What follows belongs to an exercise in optimizing a design on an open flow for small area and a short achievable clock period; a production flow would make more cautious choices. Function was checked by simulation only, so behaviour that the tests miss may differ from the original. Power is estimated from default activity; no workload was simulated.

==> run a <==
==> flow/design.v <==
`timescale 1ns / 1ps
module fano_decoder#(
    parameter MAX_SH_W           = 256    
)(
    input                         clk,
    input                         reset_n,
    input                         i_vld,
    input [1                  :0] i_data,              
    input                         i_diff_en,
    input [7                  :0] i_delta_T,
    input [15                 :0] i_forward_step,
    output                        o_vld,
    output                        o_dec_sym
);
localparam        PMAX   = MAX_SH_W - 36;    
localparam [35:0] PMASK  = 36'hD354E3267;
localparam        AW     = PMAX + 2;         
localparam        SW     = PMAX + 1;         
localparam        NW     = 36;               
localparam [2:0] S_INIT = 3'd0, S_IDLE = 3'd1, S_MC = 3'd2, S_FM = 3'd3, S_BM = 3'd4;
reg        nlocal_rst;
reg        in_vld;
reg [1:0]  in_data;
reg        diff_en;
reg [7:0]  dT;
reg [15:0] fstep;
always @(posedge clk) begin
    nlocal_rst <= reset_n;
    in_data    <= i_data;
    in_vld     <= reset_n & i_vld;
    diff_en    <= i_diff_en;
    dT         <= i_delta_T;
    fstep      <= i_forward_step;
end
reg [2:0]          state;
reg [3:0]          ph;           
reg                norm_en;
reg [7:0]          pointer;
reg [7:0]          ridx;         
reg [7:0]          nrx;          
reg [8:0]          fcnt;
reg [SW-1:0]       sh_d, sh_p;
reg [MAX_SH_W-1:0] decode_sh;
reg [AW-1:0]       A;
reg [NW-1:0]       W;            
reg signed [15:0]  T, Mp, Mc;
reg signed [15:0]  thr;          
reg                tup;          
reg                mp_ge;        
reg        diff0, diffm;         
reg        par;                  
reg        rdd, rdp;             
reg        rda;                  
reg        ab;                   
reg        top;                  
reg        e_r, d_r;             
reg signed [15:0] s;             
reg        f0, f1;               
reg        fm_r, bm_r, td_r, inv_r;    
wire st_init = state == S_INIT;
wire st_idle = state == S_IDLE;
wire st_mc   = state == S_MC;
wire st_fm   = state == S_FM;
wire st_bm   = state == S_BM;
wire ptr_nz  = |pointer;
wire ptr_sat = pointer == PMAX[7:0];
wire sat_sh  = in_vld & ptr_sat;           
wire [3:0] q = st_bm ? ph - 4'd1 : ph;
wire metric_norm    = st_idle & norm_en & (T == $signed(fstep));
wire A_bit_erase    = st_idle & ptr_nz;
wire forward_move   = fm_r;
wire back_move      = bm_r;
wire T_down         = td_r;
wire inverse_A      = inv_r;
wire start_rib_calc = A_bit_erase | inv_r;
wire T_up           = st_fm & tup;
always @(posedge clk) begin
    if (!nlocal_rst) begin
        state   <= S_INIT;
        norm_en <= 1'b0;
        ph      <= 4'd0;
    end else begin
        case (state)
            S_INIT: state <= S_IDLE;
            S_IDLE: if (ptr_nz) state <= S_MC;
            S_MC:   if (fm_r) state <= S_FM; else if (bm_r) state <= S_BM; else if (td_r) state <= S_IDLE;
            S_FM:   state <= S_IDLE;
            S_BM:   if (td_r) state <= S_IDLE; else if (inv_r) state <= S_MC;
            default: state <= S_INIT;
        endcase
        if (st_idle) begin
            if (metric_norm) norm_en <= 1'b0;
        end else if (!st_init) norm_en <= 1'b1;
        ph <= (start_rib_calc || back_move) ? 4'd1 : ph + 4'd1;
    end
end
wire [7:0] ptr_next = (!nlocal_rst || st_init) ? 8'd0 :
                      (in_vld || back_move)    ? (ptr_sat ? pointer : pointer + 8'd1) :
                      forward_move             ? pointer - 8'd1 : pointer;
wire k_neg = (st_mc && ph == 4'd6) || (st_bm && ph == 4'd9);
wire k_pos = st_bm && ph == 4'd10;
always @(posedge clk) begin
    pointer <= ptr_next;
    ridx    <= ptr_next + {{7{k_neg}}, k_neg | k_pos};
end
always @(posedge clk) begin
    if (!nlocal_rst || st_init)  fcnt <= 9'd0;
    else if (forward_move)       fcnt <= fcnt[8] ? fcnt : fcnt + 9'd1;
    else if (back_move)          fcnt <= (fcnt != 9'd0) ? fcnt - 9'd1 : 9'd0;
end
wire [15:0] hi_r, lo_r;
genvar gi;
generate
    for (gi = 0; gi < 16; gi = gi + 1) begin : g_pre
        assign hi_r[gi] = ridx[7:4] == gi;
        assign lo_r[gi] = ridx[3:0] == gi;
    end
endgenerate
function automatic rd_f(input [255:0] x, input [15:0] h, input [15:0] l);
    integer a, b;
    reg g;
    begin
        rd_f = 1'b0;
        for (a = 0; a < 16; a = a + 1) begin
            g = 1'b0;
            for (b = 0; b < 16; b = b + 1) g = g | (l[b] & x[16*a+b]);
            rd_f = rd_f | (h[a] & g);
        end
    end
endfunction
always @(posedge clk) begin
    if (!nlocal_rst)                   nrx <= 8'd0;
    else if (in_vld && nrx != SW[7:0]) nrx <= nrx + 8'd1;
end
wire pl_d   = (ridx < nrx) & rd_f({{(256-SW){1'b0}}, sh_d}, hi_r, lo_r);
wire pl_p   = (ridx < nrx) & rd_f({{(256-SW){1'b0}}, sh_p}, hi_r, lo_r);
wire pl_a   = rd_f({{(256-AW){1'b0}}, A}, hi_r, lo_r);
wire pl_top = rd_f({{(256-PMAX){1'b0}}, decode_sh[MAX_SH_W-1:NW]}, hi_r, lo_r);
always @(posedge clk) begin
    if (st_mc && ph == 4'd7) begin            
        rdd <= sat_sh ? sh_d[PMAX-2] & (nrx > PMAX-2) : pl_d;
        rdp <= sat_sh ? sh_p[PMAX-2] & (nrx > PMAX-2) : pl_p;
    end else if (st_bm && ph == 4'd8) begin   
        rdd <= sat_sh ? sh_d[PMAX-1] & (nrx > PMAX-1) : pl_d;
        rdp <= sat_sh ? sh_p[PMAX-1] & (nrx > PMAX-1) : pl_p;
    end
    if (st_mc && ph == 4'd10)                 
        rda <= sat_sh ? A[PMAX-1] : pl_a;
    else if (st_bm && ph == 4'd11)            
        rda <= sat_sh ? A[PMAX] : pl_a;
    if (st_bm && ph == 4'd10)                 
        ab  <= sat_sh ? A[PMAX-2] : pl_a;
    else if (sat_sh)
        ab  <= A[PMAX-2];
    if ((st_mc && ph == 4'd12) || (st_bm && ph == 4'd13))
        top <= pl_top;                        
end
function automatic par0_f(input [NW-1:0] w);          
    integer k;
    begin
        par0_f = 1'b0;
        for (k = 1; k < 36; k = k + 1) par0_f = par0_f ^ (PMASK[k] & w[k-1]);
    end
endfunction
function automatic parm_f(input [NW-1:0] w);          
    integer k;
    begin
        parm_f = 1'b0;
        for (k = 1; k < 36; k = k + 1) parm_f = parm_f ^ (PMASK[k] & w[k]);
    end
endfunction
always @(posedge clk) begin
    if (!nlocal_rst) begin
        diff0 <= 1'b0;
        diffm <= 1'b0;
        par   <= 1'b0;
        e_r   <= 1'b0;
        d_r   <= 1'b0;
    end else begin
        if (start_rib_calc) begin
            par   <= par0_f(W) ^ diff0;
            diff0 <= diff_en & W[0];
        end else if (st_bm && ph == 4'd1) begin
            par   <= parm_f(W) ^ diffm;
            diffm <= diff_en & W[1];
        end
        if (q == 4'd8 && (st_mc || st_bm)) begin
            e_r <= rdd ^ rdp ^ par;
            d_r <= rdd;
        end
    end
end
wire [5:0] nd  = -dT[5:0];
wire [5:0] c1  = (nd == 6'd1) ? 6'd1 : nd + 6'd1;
wire [5:0] c2  = {nd[4:0], 1'b1};
wire [5:0] om  = e_r ? c1 : (q == 4'd9 || (q == 4'd10 ? 1'b0 : !rda)) ? 6'd1 : c2;
wire signed [15:0] om_x = {{10{om[5]}}, om};
wire       sym = rda ^ (e_r | d_r);               
always @(posedge clk) begin
    s   <= st_bm ? Mp - om_x : Mc + om_x;
    if (q == 4'd10) f0 <= s >= T;
    if (q == 4'd11) f1 <= s >= T;
    thr   <= T + $signed({8'd0, dT});
    tup   <= Mc < thr;
    mp_ge <= Mp >= T;
end
wire dmc    = st_mc && ph == 4'd12;
wire dbm    = st_bm && ph == 4'd13;
wire fwd    = rda ? f1 : f0;
wire mpge_n = (fcnt == 9'd0) ? (T == 16'sh8000) :
              (fcnt == 9'd1) ? (T <= 16'sd0)    : fwd;
wire ab_n   = sat_sh ? A[PMAX-2] : ab;
always @(posedge clk) begin
    if (!nlocal_rst) begin
        fm_r  <= 1'b0;
        bm_r  <= 1'b0;
        td_r  <= 1'b0;
        inv_r <= 1'b0;
    end else begin
        fm_r  <= dmc & fwd;
        bm_r  <= (dmc & ~fwd & mp_ge) | (dbm & ab_n & mpge_n);
        td_r  <= (dmc & ~fwd & ~mp_ge) | (dbm & ab_n & ~mpge_n);
        inv_r <= dbm & ~ab_n;
    end
end
always @(posedge clk) begin
    if (!nlocal_rst || st_init)  T <= 16'sd0;
    else if (T_down)             T <= T - $signed({8'd0, dT});
    else if (T_up)               T <= thr;
    else if (metric_norm)        T <= {1'b0, T[15:1]};
end
always @(posedge clk) begin
    if (!nlocal_rst) begin
        Mc <= 16'sd0;
        Mp <= 16'sd0;
    end else if (forward_move) begin
        Mp <= Mc;
        Mc <= s;
    end else if (back_move) begin
        Mc <= Mp;
    end else if (metric_norm) begin
        Mp <= {1'b0, Mp[15:1]};
        Mc <= {1'b0, Mc[15:1]};
    end else if (dbm) begin
        Mp <= (fcnt == 9'd0) ? 16'sh8000 : (fcnt == 9'd1) ? 16'sd0 : s;
    end
end
wire        clr_a  = !nlocal_rst || st_init;
wire        a_wr   = inverse_A | forward_move | A_bit_erase;
wire [15:0] hi_wa  = (hi_r & {16{a_wr}}) | {16{clr_a}};
wire [15:0] lo_wa  = lo_r | {16{clr_a}};
wire        a_dat  = inverse_A & !clr_a;
wire        a_sh   = in_vld & !st_init;
wire        clr_d  = !nlocal_rst;
wire [15:0] hi_wd  = (hi_r & {16{forward_move}}) | {16{clr_d}};
wire [15:0] lo_wd  = lo_r | {16{clr_d}};
wire        d_dat  = sym & !clr_d;
always @(posedge clk) begin
    if (in_vld) begin
        sh_d <= {sh_d[SW-2:0], in_data[1]};
        sh_p <= {sh_p[SW-2:0], in_data[0]};
    end
end
always @(posedge clk) begin
    if (in_vld) decode_sh[0] <= 1'b0;
    else if (hi_wd[0] & lo_wd[1]) decode_sh[0] <= d_dat;        
end
generate
    for (gi = 1; gi < MAX_SH_W; gi = gi + 1) begin : g_dec
        if (gi < PMAX) begin : g_w
            always @(posedge clk) begin
                if (in_vld)                                      decode_sh[gi] <= decode_sh[gi-1];
                else if (hi_wd[(gi+1)/16] & lo_wd[(gi+1)%16])    decode_sh[gi] <= d_dat;
            end
        end else begin : g_nw
            always @(posedge clk) begin
                if (in_vld)      decode_sh[gi] <= decode_sh[gi-1];
                else if (clr_d)  decode_sh[gi] <= 1'b0;
            end
        end
    end
    for (gi = 0; gi < AW; gi = gi + 1) begin : g_a
        always @(posedge clk) begin
            if (a_sh)                              A[gi] <= (gi == 0) ? 1'b0 : A[(gi == 0) ? 0 : gi-1];
            else if (hi_wa[gi/16] & lo_wa[gi%16])  A[gi] <= a_dat;
        end
    end
endgenerate
always @(posedge clk) begin
    if (!nlocal_rst || st_init) W <= {NW{1'b0}};
    else if (in_vld) begin
        if (ptr_sat)            W <= {W[NW-2:0], decode_sh[PMAX-1]};
    end else if (back_move) begin
        if (!ptr_sat)           W <= {top, W[NW-1:1]};
    end else if (forward_move)  W <= {W[NW-2:0], sym};
end
assign o_dec_sym = decode_sh[MAX_SH_W-1];
assign o_vld     = in_vld;
endmodule
==> flow/run.sh <==
#!/bin/bash
# synth_recipe.tcl (not shown) runs the flow's synth.tcl, then flattens the netlist and writes it again
# the make line also repeats each setting of config.mk as NAME=value (left out here)
make -C /OpenROAD-flow-scripts/flow DESIGN_CONFIG=/design/flow/config.mk WORK_HOME=/design/flow/orfs CLKGATE_MAP_FILE= SYNTH_SCRIPT=/design/flow/synth_recipe.tcl finish
==> flow/config.mk <==
export PLATFORM = sky130hd
export DESIGN_NAME = fano_decoder
export DESIGN_NICKNAME = fano_decoder
export VERILOG_FILES = /design/flow/design.v
export SDC_FILE = /design/flow/constraint.sdc
export NUM_CORES = 4
export LEC_CHECK = 0
export CAP_MARGIN = 20
export CORE_MARGIN = 2
export CORE_UTILIZATION = 60
export PLACE_DENSITY = 0.75
export SETUP_SLACK_MARGIN = 5
export SLEW_MARGIN = 20
==> flow/constraint.sdc <==
create_clock -name core_clock -period 11.0 [get_ports {clk}]
set_input_delay 2.2000 -clock core_clock [delete_from_list [all_inputs] [get_ports {clk}]]
set_output_delay 2.2000 -clock core_clock [all_outputs]
set_load 0.01 [all_outputs]
==> run b (differences from run a) <==
--- a/flow/design.v
+++ b/flow/design.v
@@ -18,7 +18,7 @@
 localparam        SW     = PMAX + 1;         
 localparam        NW     = 36;               
-localparam [2:0] S_INIT = 3'd0, S_IDLE = 3'd1, S_MC = 3'd2, S_FM = 3'd3, S_BM = 3'd4;
 reg        nlocal_rst;
 reg        in_vld;
+reg        sh_en;          
 reg [1:0]  in_data;
 reg        diff_en;
@@ -29,9 +29,10 @@
     in_data    <= i_data;
     in_vld     <= reset_n & i_vld;
+    sh_en      <= i_vld;
     diff_en    <= i_diff_en;
     dT         <= i_delta_T;
     fstep      <= i_forward_step;
 end
-reg [2:0]          state;
+reg                st_init, st_idle, st_mc, st_fm, st_bm;    
 reg [3:0]          ph;           
 reg                norm_en;
@@ -58,15 +59,17 @@
 reg        f0, f1;               
 reg        fm_r, bm_r, td_r, inv_r;    
-wire st_init = state == S_INIT;
-wire st_idle = state == S_IDLE;
-wire st_mc   = state == S_MC;
-wire st_fm   = state == S_FM;
-wire st_bm   = state == S_BM;
-wire ptr_nz  = |pointer;
-wire ptr_sat = pointer == PMAX[7:0];
+reg  ptr_nz;                               
+reg  ptr_sat;                              
 wire sat_sh  = in_vld & ptr_sat;           
-wire [3:0] q = st_bm ? ph - 4'd1 : ph;
+reg q8, q9, q10, q11;
+always @(posedge clk) begin
+    q8  <= (st_mc && ph == 4'd7)  || (st_bm && ph == 4'd8);
+    q9  <= (st_mc && ph == 4'd8)  || (st_bm && ph == 4'd9);
+    q10 <= (st_mc && ph == 4'd9)  || (st_bm && ph == 4'd10);
+    q11 <= (st_mc && ph == 4'd10) || (st_bm && ph == 4'd11);
+end
 wire metric_norm    = st_idle & norm_en & (T == $signed(fstep));
 wire A_bit_erase    = st_idle & ptr_nz;
+wire idle_n         = st_init | (st_idle & !ptr_nz) | td_r | st_fm;    
 wire forward_move   = fm_r;
 wire back_move      = bm_r;
@@ -77,16 +80,17 @@
 always @(posedge clk) begin
     if (!nlocal_rst) begin
-        state   <= S_INIT;
+        st_init <= 1'b1;
+        st_idle <= 1'b0;
+        st_mc   <= 1'b0;
+        st_fm   <= 1'b0;
+        st_bm   <= 1'b0;
         norm_en <= 1'b0;
         ph      <= 4'd0;
     end else begin
-        case (state)
-            S_INIT: state <= S_IDLE;
-            S_IDLE: if (ptr_nz) state <= S_MC;
-            S_MC:   if (fm_r) state <= S_FM; else if (bm_r) state <= S_BM; else if (td_r) state <= S_IDLE;
-            S_FM:   state <= S_IDLE;
-            S_BM:   if (td_r) state <= S_IDLE; else if (inv_r) state <= S_MC;
-            default: state <= S_INIT;
-        endcase
+        st_init <= 1'b0;
+        st_idle <= idle_n;
+        st_mc   <= (st_idle & ptr_nz) | inv_r | (st_mc & !fm_r & !bm_r & !td_r);
+        st_fm   <= fm_r;
+        st_bm   <= bm_r | (st_bm & !td_r & !inv_r);
         if (st_idle) begin
             if (metric_norm) norm_en <= 1'b0;
@@ -95,12 +99,29 @@
     end
 end
-wire [7:0] ptr_next = (!nlocal_rst || st_init) ? 8'd0 :
-                      (in_vld || back_move)    ? (ptr_sat ? pointer : pointer + 8'd1) :
-                      forward_move             ? pointer - 8'd1 : pointer;
-wire k_neg = (st_mc && ph == 4'd6) || (st_bm && ph == 4'd9);
-wire k_pos = st_bm && ph == 4'd10;
+wire       ptr_clr  = !nlocal_rst || st_init;
+wire       ptr_inc  = (in_vld || back_move) && !ptr_sat;
+wire       ptr_dec  = !(in_vld || back_move) && forward_move;
+wire [7:0] ptr_m2   = pointer - 8'd2;
+wire [7:0] ptr_m1   = pointer - 8'd1;
+wire [7:0] ptr_p1   = pointer + 8'd1;
+wire [7:0] ptr_p2   = pointer + 8'd2;
+wire [7:0] ptr_next = ptr_clr ? 8'd0 : ptr_inc ? ptr_p1 : ptr_dec ? ptr_m1 : pointer;
+reg  k_neg, k_pos;                           
+always @(posedge clk) begin
+    k_neg <= (st_mc && ph == 4'd5) || (st_bm && ph == 4'd8);
+    k_pos <= st_bm && ph == 4'd9;
+end
+reg  [7:0] ridx_next;
+always @(*) begin
+    if (ptr_clr)                  ridx_next = 8'd0;
+    else if (ptr_inc)             ridx_next = k_pos ? ptr_p2 : k_neg ? pointer : ptr_p1;
+    else if (ptr_dec)             ridx_next = k_pos ? pointer : k_neg ? ptr_m2 : ptr_m1;
+    else                          ridx_next = k_pos ? ptr_p1 : k_neg ? ptr_m1 : pointer;
+end
 always @(posedge clk) begin
     pointer <= ptr_next;
-    ridx    <= ptr_next + {{7{k_neg}}, k_neg | k_pos};
+    ptr_nz  <= ptr_next != 8'd0;
+    ptr_sat <= ptr_next == PMAX[7:0];
+    ridx    <= ridx_next;
 end
 always @(posedge clk) begin
@@ -109,10 +130,12 @@
     else if (back_move)          fcnt <= (fcnt != 9'd0) ? fcnt - 9'd1 : 9'd0;
 end
-wire [15:0] hi_r, lo_r;
+reg  [15:0] hi_r, lo_r;
 genvar gi;
 generate
     for (gi = 0; gi < 16; gi = gi + 1) begin : g_pre
-        assign hi_r[gi] = ridx[7:4] == gi;
-        assign lo_r[gi] = ridx[3:0] == gi;
+        always @(posedge clk) begin
+            hi_r[gi] <= (gi < 14) && ridx_next[7:4] == gi;
+            lo_r[gi] <= ridx_next[3:0] == gi;
+        end
     end
 endgenerate
@@ -185,5 +208,5 @@
             diffm <= diff_en & W[1];
         end
-        if (q == 4'd8 && (st_mc || st_bm)) begin
+        if (q8) begin
             e_r <= rdd ^ rdp ^ par;
             d_r <= rdd;
@@ -192,13 +215,20 @@
 end
 wire [5:0] nd  = -dT[5:0];
-wire [5:0] c1  = (nd == 6'd1) ? 6'd1 : nd + 6'd1;
-wire [5:0] c2  = {nd[4:0], 1'b1};
-wire [5:0] om  = e_r ? c1 : (q == 4'd9 || (q == 4'd10 ? 1'b0 : !rda)) ? 6'd1 : c2;
+reg  [5:0] c1, c2;
+always @(posedge clk) begin
+    c1 <= (nd == 6'd1) ? 6'd1 : nd + 6'd1;
+    c2 <= {nd[4:0], 1'b1};
+end
+wire [5:0] om  = e_r ? c1 : q9 ? 6'd1 : c2;      
 wire signed [15:0] om_x = {{10{om[5]}}, om};
 wire       sym = rda ^ (e_r | d_r);               
+reg signed [15:0] s0;
 always @(posedge clk) begin
-    s   <= st_bm ? Mp - om_x : Mc + om_x;
-    if (q == 4'd10) f0 <= s >= T;
-    if (q == 4'd11) f1 <= s >= T;
+    if (q9 || q10) s <= st_bm ? Mp - om_x : Mc + om_x;
+    if (q10) begin
+        s0 <= s;
+        f0 <= s >= T;
+    end
+    if (q11) f1 <= s >= T;
     thr   <= T + $signed({8'd0, dT});
     tup   <= Mc < thr;
@@ -208,7 +238,10 @@
 wire dbm    = st_bm && ph == 4'd13;
 wire fwd    = rda ? f1 : f0;
+wire signed [15:0] s_m = rda ? s : s0;          
 wire mpge_n = (fcnt == 9'd0) ? (T == 16'sh8000) :
               (fcnt == 9'd1) ? (T <= 16'sd0)    : fwd;
 wire ab_n   = sat_sh ? A[PMAX-2] : ab;
+wire fm_n   = dmc & fwd;
+wire inv_n  = dbm & ~ab_n;
 always @(posedge clk) begin
     if (!nlocal_rst) begin
@@ -218,8 +251,8 @@
         inv_r <= 1'b0;
     end else begin
-        fm_r  <= dmc & fwd;
+        fm_r  <= fm_n;
         bm_r  <= (dmc & ~fwd & mp_ge) | (dbm & ab_n & mpge_n);
         td_r  <= (dmc & ~fwd & ~mp_ge) | (dbm & ab_n & ~mpge_n);
-        inv_r <= dbm & ~ab_n;
+        inv_r <= inv_n;
     end
 end
@@ -236,5 +269,5 @@
     end else if (forward_move) begin
         Mp <= Mc;
-        Mc <= s;
+        Mc <= s_m;
     end else if (back_move) begin
         Mc <= Mp;
@@ -243,9 +276,10 @@
         Mc <= {1'b0, Mc[15:1]};
     end else if (dbm) begin
-        Mp <= (fcnt == 9'd0) ? 16'sh8000 : (fcnt == 9'd1) ? 16'sd0 : s;
+        Mp <= (fcnt == 9'd0) ? 16'sh8000 : (fcnt == 9'd1) ? 16'sd0 : s_m;
     end
 end
 wire        clr_a  = !nlocal_rst || st_init;
-wire        a_wr   = inverse_A | forward_move | A_bit_erase;
+reg         a_wr;
+always @(posedge clk) a_wr <= nlocal_rst & (inv_n | fm_n | (idle_n & (ptr_next != 8'd0)));
 wire [15:0] hi_wa  = (hi_r & {16{a_wr}}) | {16{clr_a}};
 wire [15:0] lo_wa  = lo_r | {16{clr_a}};
@@ -257,5 +291,5 @@
 wire        d_dat  = sym & !clr_d;
 always @(posedge clk) begin
-    if (in_vld) begin
+    if (sh_en) begin
         sh_d <= {sh_d[SW-2:0], in_data[1]};
         sh_p <= {sh_p[SW-2:0], in_data[0]};
==> flow/flow/run.sh (new file) <==
#!/bin/bash
set -euo pipefail
bash standard.sh SETUP_SLACK_MARGIN=7.7 finish > standard_flow.log 2>&1
==> flow/standard.sh (new file) <==
#!/bin/bash
# synth_recipe.tcl (not shown) runs the flow's synth.tcl, then flattens the netlist and writes it again
# the make line also repeats each setting of config.mk as NAME=value (left out here)
make -C /OpenROAD-flow-scripts/flow DESIGN_CONFIG=/design/flow/config.mk WORK_HOME=/design/flow/orfs CLKGATE_MAP_FILE= SYNTH_SCRIPT=/design/flow/synth_recipe.tcl "${@:-finish}"
- CORE_UTILIZATION: 60 -> 55
- CTS_CLUSTER_DIAMETER: default -> 100
- CTS_CLUSTER_SIZE: default -> 20
- PLACE_DENSITY: 0.75 -> 0.7
- SETUP_SLACK_MARGIN: 5 -> default
removed: flow/run.sh
==> run c (differences from run a) <==
--- a/flow/design.v
+++ b/flow/design.v
@@ -66,5 +66,11 @@
 wire ptr_sat = pointer == PMAX[7:0];
 wire sat_sh  = in_vld & ptr_sat;           
-wire [3:0] q = st_bm ? ph - 4'd1 : ph;
+reg q8, q9, q10, q11;
+always @(posedge clk) begin
+    q8  <= (st_mc && ph == 4'd7)  || (st_bm && ph == 4'd8);
+    q9  <= (st_mc && ph == 4'd8)  || (st_bm && ph == 4'd9);
+    q10 <= (st_mc && ph == 4'd9)  || (st_bm && ph == 4'd10);
+    q11 <= (st_mc && ph == 4'd10) || (st_bm && ph == 4'd11);
+end
 wire metric_norm    = st_idle & norm_en & (T == $signed(fstep));
 wire A_bit_erase    = st_idle & ptr_nz;
@@ -185,5 +191,5 @@
             diffm <= diff_en & W[1];
         end
-        if (q == 4'd8 && (st_mc || st_bm)) begin
+        if (q8) begin
             e_r <= rdd ^ rdp ^ par;
             d_r <= rdd;
@@ -192,13 +198,20 @@
 end
 wire [5:0] nd  = -dT[5:0];
-wire [5:0] c1  = (nd == 6'd1) ? 6'd1 : nd + 6'd1;
-wire [5:0] c2  = {nd[4:0], 1'b1};
-wire [5:0] om  = e_r ? c1 : (q == 4'd9 || (q == 4'd10 ? 1'b0 : !rda)) ? 6'd1 : c2;
+reg  [5:0] c1, c2;
+always @(posedge clk) begin
+    c1 <= (nd == 6'd1) ? 6'd1 : nd + 6'd1;
+    c2 <= {nd[4:0], 1'b1};
+end
+wire [5:0] om  = e_r ? c1 : q9 ? 6'd1 : c2;      
 wire signed [15:0] om_x = {{10{om[5]}}, om};
 wire       sym = rda ^ (e_r | d_r);               
+reg signed [15:0] s0;
 always @(posedge clk) begin
-    s   <= st_bm ? Mp - om_x : Mc + om_x;
-    if (q == 4'd10) f0 <= s >= T;
-    if (q == 4'd11) f1 <= s >= T;
+    if (q9 || q10) s <= st_bm ? Mp - om_x : Mc + om_x;
+    if (q10) begin
+        s0 <= s;
+        f0 <= s >= T;
+    end
+    if (q11) f1 <= s >= T;
     thr   <= T + $signed({8'd0, dT});
     tup   <= Mc < thr;
@@ -208,4 +221,5 @@
 wire dbm    = st_bm && ph == 4'd13;
 wire fwd    = rda ? f1 : f0;
+wire signed [15:0] s_m = rda ? s : s0;          
 wire mpge_n = (fcnt == 9'd0) ? (T == 16'sh8000) :
               (fcnt == 9'd1) ? (T <= 16'sd0)    : fwd;
@@ -236,5 +250,5 @@
     end else if (forward_move) begin
         Mp <= Mc;
-        Mc <= s;
+        Mc <= s_m;
     end else if (back_move) begin
         Mc <= Mp;
@@ -243,5 +257,5 @@
         Mc <= {1'b0, Mc[15:1]};
     end else if (dbm) begin
-        Mp <= (fcnt == 9'd0) ? 16'sh8000 : (fcnt == 9'd1) ? 16'sd0 : s;
+        Mp <= (fcnt == 9'd0) ? 16'sh8000 : (fcnt == 9'd1) ? 16'sd0 : s_m;
     end
 end
==> flow/flow/run.sh (new file) <==
#!/bin/bash
set -euo pipefail
bash standard.sh SETUP_SLACK_MARGIN=7.7 finish > standard_flow.log 2>&1
==> flow/standard.sh (new file) <==
#!/bin/bash
# synth_recipe.tcl (not shown) runs the flow's synth.tcl, then flattens the netlist and writes it again
# the make line also repeats each setting of config.mk as NAME=value (left out here)
make -C /OpenROAD-flow-scripts/flow DESIGN_CONFIG=/design/flow/config.mk WORK_HOME=/design/flow/orfs CLKGATE_MAP_FILE= SYNTH_SCRIPT=/design/flow/synth_recipe.tcl "${@:-finish}"
- CORE_UTILIZATION: 60 -> 55
- CTS_CLUSTER_DIAMETER: default -> 100
- CTS_CLUSTER_SIZE: default -> 20
- PLACE_DENSITY: 0.75 -> 0.7
- SETUP_SLACK_MARGIN: 5 -> default
removed: flow/run.sh
==> results by group <==
Outcome
  – Run status: finished clean

Setup path
  – Setup CP Type: flip-flop to flip-flop
  – CP Capture Type: flip-flop
  – Arrival time at the worst endpoint: 5.79 ns
  – Crit path capture: s[15]$_DFF_P_
  – Cell mode on critical path: inv_1

Final layout
  – Share of cells above drive strength 1: 0.0836
  – Register Area: 0.0318 mm^2
  – FFs & Latches: 1124

STA
  – Final Critical Period: 5.19 ns
  – Final Worst Setup Slack: 5.81 ns
  – Max-Slew Margin vs Limit: 0.151

Clock network
  – Sink Count: 1124
  – CTS clock-pin slew for the worst setup and hold paths: 0.06 ns
  – CTS Buf Count: 117
  – Post-CTS setup buffers: 0

Place
  – Cell Area, Placed: 0.0556 mm^2

Pwr
  – Pint: 7.54 mW
Source of the figures above: run a

==> results by group <==
Outcome
  – Run status: finished clean

Final layout
  – Register Area: 0.0327 mm^2
  – FFs & Latches: 1155

STA
  – Final Worst Setup Slack: 7.47 ns
  – Final Critical Period: 3.53 ns
  – Max-Slew Margin vs Limit: 0.144

Setup path
  – CP Capture Type: flip-flop
  – Crit path capture: rdd$_DFFE_PP_
  – Setup CP Type: flip-flop to flip-flop
  – Arrival time at the worst endpoint: 3.94 ns

Clock network
  – Sink Count: 1155
  – CTS Buf Count: 68
  – CTS clock-pin slew for the worst setup and hold paths: 0.09 ns

Pwr
  – Pint: 7.31 mW

Place
  – Cell Area, Placed: 0.0567 mm^2
Source of the figures above: run c

==> results by group <==
Outcome
  – Run status: finished clean

STA
  – Max-Slew Margin vs Limit: 0.140
  – Final Critical Period: 3.49 ns
  – Hold slack final: 0.410 ns
  – Final Worst Setup Slack: 7.51 ns

Final layout
  – FFs & Latches: 1193
  – Register Area: 0.0335 mm^2
  – Share of cells above drive strength 1: 0.0531
  – Non-CTS buffers: 90

Setup path
  – Crit Reg-Reg Endpoint: rdp$_DFFE_PP_
  – Peak per-stage delay on the critical path: 0.46 ns
  – Arrival time at the worst endpoint: 1.29 ns
  – CP Capture Type: primary output

Place
  – Cell Area, Placed: 0.0565 mm^2
  – Place WS: 6.91 ns

Clock network
  – CTS clock-pin slew for the worst setup and hold paths: 0.08 ns
  – Sink Count: 1193
  – CTS Buf Count: 70

Pwr
  – Pint: 6.58 mW

Drt
  – Avg WL per Cell: 25.5 um
Source of the figures above: run b

## separate check: timing with driven ports
The flow's constraints put no driver on any port. The routed layouts listed below were extracted and timed again, unchanged, in two steps. Step 1 (the two cells are an assumption about what drives the block):
set clk [get_ports {clk}]
set_driving_cell -lib_cell sky130_fd_sc_hd__clkbuf_16 $clk
set_driving_cell -lib_cell sky130_fd_sc_hd__buf_2 [delete_from_list [all_inputs] $clk]
Step 2, shift: input delay + t, output delay - t, t = (earliest + latest rising clock arrival at the registers) / 2. This alone moves slack from input paths to output paths. Three values: ideal ports, drivers, drivers and shift; two values: the first two.
| run | t, ns | setup slack, ns | latest minus earliest clock arrival (ns) | worst register clock-pin slew, ns |
|---|---|---|---|---|
| run a | 0.798 | 5.809 / 5.809 / 5.809 | 0.064 / 0.064 | 0.07 / 0.07 |
| run b | 0.730 | 7.510 / 7.432 / 7.735 | 0.032 / 0.031 | 0.09 / 0.09 |
| run c | 0.750 | 7.471 / 7.471 / 7.471 | 0.049 / 0.049 | 0.10 / 0.10 |
After both steps every run listed still meets setup and hold.
